Source: an optimization exercise on an open RTL-to-GDS flow (aim: small area and a short achievable clock period). Production flows keep margins and buffers that such runs may drop. Power is estimated from default activity; no workload was simulated.

## LU_cache
module LU_cache #(
    parameter CELL_SIZE = 8,
    parameter CELL_COUNT = 128,
    parameter CELL_ADDR_SIZE = 7
)
(
    input clk,
    input reset,
    input [CELL_SIZE - 1:0] data_in,
    input new_data,
    output [CELL_COUNT * CELL_SIZE - 1:0] data_out
);
reg  [CELL_COUNT * CELL_SIZE - 1:0] cells;
wire [CELL_COUNT * CELL_SIZE - 1:0] cells_next;
wire [CELL_COUNT - 1:0] eq;
wire [CELL_COUNT - 1:0] below;    
wire [CELL_COUNT - 1:0] shift = {CELL_COUNT{new_data}} & ~below;
wire [CELL_COUNT - 1:0] hold = ~shift;
wire [CELL_COUNT * CELL_SIZE - 1:0] shifted = {cells[(CELL_COUNT - 1) * CELL_SIZE - 1:0], data_in};
assign data_out = cells;
genvar j;
generate
    for (j = 0; j < CELL_COUNT; j = j + 1) begin : cmp
        assign eq[j] = cells[j * CELL_SIZE +: CELL_SIZE] == data_in;
    end
endgenerate
prefix_or #(.N(CELL_COUNT), .L(CELL_ADDR_SIZE)) PO (.in(eq), .out(below));
generate
    for (j = 0; j < CELL_COUNT; j = j + 1) begin : nxt
        sel_mux #(.W(CELL_SIZE)) M (
            .s(shift[j]),
            .sn(hold[j]),
            .a(shifted[j * CELL_SIZE +: CELL_SIZE]),
            .b(cells[j * CELL_SIZE +: CELL_SIZE]),
            .x(cells_next[j * CELL_SIZE +: CELL_SIZE])
        );
    end
endgenerate
  ...
export LEC_CHECK = 0
export CAP_MARGIN = 20
export CORE_MARGIN = 2
export CORE_UTILIZATION = 70
export CTS_BUF_LIST = sky130_fd_sc_hd__clkbuf_8
export CTS_CLUSTER_SIZE = 25
export SETUP_SLACK_MARGIN = 3.0
export SLEW_MARGIN = 20
export SYNTH_HIERARCHICAL = 1
create_clock -name core_clock -period 7.0 [get_ports {clk}]
standard.sh (not shown) runs the stock make flow with config.mk's settings and CLKGATE_MAP_FILE= SYNTH_SCRIPT=/design/flow/synth_recipe.tcl, a recipe that flattens the netlist after the stock synthesis.
==> flow/flow/run.sh <==
#!/bin/bash
# Standard ORFS layout with these changes:
#  - port buffers are buf_1 instead of the cell buffer_ports picks by default;
#  - the slow AND/OR cells (and*, or*) are added to the don't-use list, so
#    synthesis and repair build logic from NAND/NOR/AOI cells;

set -euo pipefail
DU="sky130_fd_sc_hd__probe_p_8 sky130_fd_sc_hd__probec_p_8 sky130_fd_sc_hd__lpflow_bleeder_1 sky130_fd_sc_hd__lpflow_clkbufkapwr_1 sky130_fd_sc_hd__lpflow_clkbufkapwr_16 sky130_fd_sc_hd__lpflow_clkbufkapwr_2 sky130_fd_sc_hd__lpflow_clkbufkapwr_4 sky130_fd_sc_hd__lpflow_clkbufkapwr_8 sky130_fd_sc_hd__lpflow_clkinvkapwr_1 sky130_fd_sc_hd__lpflow_clkinvkapwr_16 sky130_fd_sc_hd__lpflow_clkinvkapwr_2 sky130_fd_sc_hd__lpflow_clkinvkapwr_4 sky130_fd_sc_hd__lpflow_clkinvkapwr_8 sky130_fd_sc_hd__lpflow_decapkapwr_12 sky130_fd_sc_hd__lpflow_decapkapwr_3 sky130_fd_sc_hd__lpflow_decapkapwr_4 sky130_fd_sc_hd__lpflow_decapkapwr_6 sky130_fd_sc_hd__lpflow_decapkapwr_8 sky130_fd_sc_hd__lpflow_inputiso0n_1 sky130_fd_sc_hd__lpflow_inputiso0p_1 sky130_fd_sc_hd__lpflow_inputiso1n_1 sky130_fd_sc_hd__lpflow_inputiso1p_1 sky130_fd_sc_hd__lpflow_inputisolatch_1 sky130_fd_sc_hd__lpflow_isobufsrc_1 sky130_fd_sc_hd__lpflow_isobufsrc_16 sky130_fd_sc_hd__lpflow_isobufsrc_2 sky130_fd_sc_hd__lpflow_isobufsrc_4 sky130_fd_sc_hd__lpflow_isobufsrc_8 sky130_fd_sc_hd__lpflow_isobufsrckapwr_16 sky130_fd_sc_hd__lpflow_lsbuf_lh_hl_isowell_tap_1 sky130_fd_sc_hd__lpflow_lsbuf_lh_hl_isowell_tap_2 sky130_fd_sc_hd__lpflow_lsbuf_lh_hl_isowell_tap_4 sky130_fd_sc_hd__lpflow_lsbuf_lh_isowell_4 sky130_fd_sc_hd__lpflow_lsbuf_lh_isowell_tap_1 sky130_fd_sc_hd__lpflow_lsbuf_lh_isowell_tap_2 sky130_fd_sc_hd__lpflow_lsbuf_lh_isowell_tap_4"
EX=" sky130_fd_sc_hd__or2_0 sky130_fd_sc_hd__or2_1 sky130_fd_sc_hd__or2_2 sky130_fd_sc_hd__or2_4 sky130_fd_sc_hd__or3_1 sky130_fd_sc_hd__or3_2 sky130_fd_sc_hd__or3_4 sky130_fd_sc_hd__or4_1 sky130_fd_sc_hd__or4_2 sky130_fd_sc_hd__or4_4 sky130_fd_sc_hd__or2b_1 sky130_fd_sc_hd__or2b_2 sky130_fd_sc_hd__or2b_4 sky130_fd_sc_hd__or3b_1 sky130_fd_sc_hd__or3b_2 sky130_fd_sc_hd__or3b_4 sky130_fd_sc_hd__or4b_1 sky130_fd_sc_hd__or4b_2 sky130_fd_sc_hd__or4b_4 sky130_fd_sc_hd__or4bb_1 sky130_fd_sc_hd__or4bb_2 sky130_fd_sc_hd__or4bb_4 sky130_fd_sc_hd__and2_0 sky130_fd_sc_hd__and2_1 sky130_fd_sc_hd__and2_2 sky130_fd_sc_hd__and2_4 sky130_fd_sc_hd__and3_1 sky130_fd_sc_hd__and3_2 sky130_fd_sc_hd__and3_4 sky130_fd_sc_hd__and4_1 sky130_fd_sc_hd__and4_2 sky130_fd_sc_hd__and4_4 sky130_fd_sc_hd__and2b_1 sky130_fd_sc_hd__and2b_2 sky130_fd_sc_hd__and2b_4 sky130_fd_sc_hd__and3b_1 sky130_fd_sc_hd__and3b_2 sky130_fd_sc_hd__and3b_4 sky130_fd_sc_hd__and4b_1 sky130_fd_sc_hd__and4b_2 sky130_fd_sc_hd__and4b_4 sky130_fd_sc_hd__and4bb_1 sky130_fd_sc_hd__and4bb_2 sky130_fd_sc_hd__and4bb_4"
bash standard.sh "BUFFER_PORTS_ARGS=-buffer_cell sky130_fd_sc_hd__buf_1" "DONT_USE_CELLS=$DU $EX" finish > layout.log 2>&1
The baseline ended with an error in 3_2_place_iop.
Rerun with:
- CORE_UTILIZATION: 70 -> 55
- CTS_BUF_LIST: sky130_fd_sc_hd__clkbuf_8 -> default
- CTS_CLUSTER_SIZE: 25 -> default
Result: Now the flow produced a clean layout; synthesized area is unchanged; synthesized cell count is unchanged.
Rerun with:
- CTS_BUF_LIST: default -> sky130_fd_sc_hd__clkbuf_8
- CTS_CLUSTER_SIZE: default -> 25
Sequential power barely changes.
Area after synthesis does not change.
Routed wire length came out lower by 2.7%.
Design area came out lower by 2.4%.
Power drops by 6.3%.
Core utilization drops by 1.5 points.
Die area does not change.
Clock power went down by 13%.
Setup slack gets worse by 5.9 ps.
Combinational power decreases by 6.9%.
No run of this note included a check of the RTL's function; only the layout flow was run.

## what the ideal ports hide
How much do the figures lean on ideal ports? The routed layouts below were timed once more, with nothing changed but the port constraints. Step 1, drivers: a clkbuf_16 drives clk and a buf_2 each remaining input, both assumed. Step 2, shift: input delay + t, output delay - t, t = (earliest + latest rising clock arrival at the registers) / 2. This alone moves slack from input paths to output paths. a / b / c = ideal ports / drivers / drivers and shift; a / b = the first two.
run | shift t [ns] | slack for setup (ns) | worst hold slack (ns)
the second run | 0.774 | 2.998 / 2.841 / 2.067 | 0.507 / 0.507 / 0.507
the third run | 0.931 | 2.993 / 2.867 / 1.935 | 0.499 / 0.499 / 0.499
After both steps setup and hold are still met in every run listed. The setup slack of the third run, which loses most, moves by -0.126 ns with the drivers and by -1.058 ns with both steps.
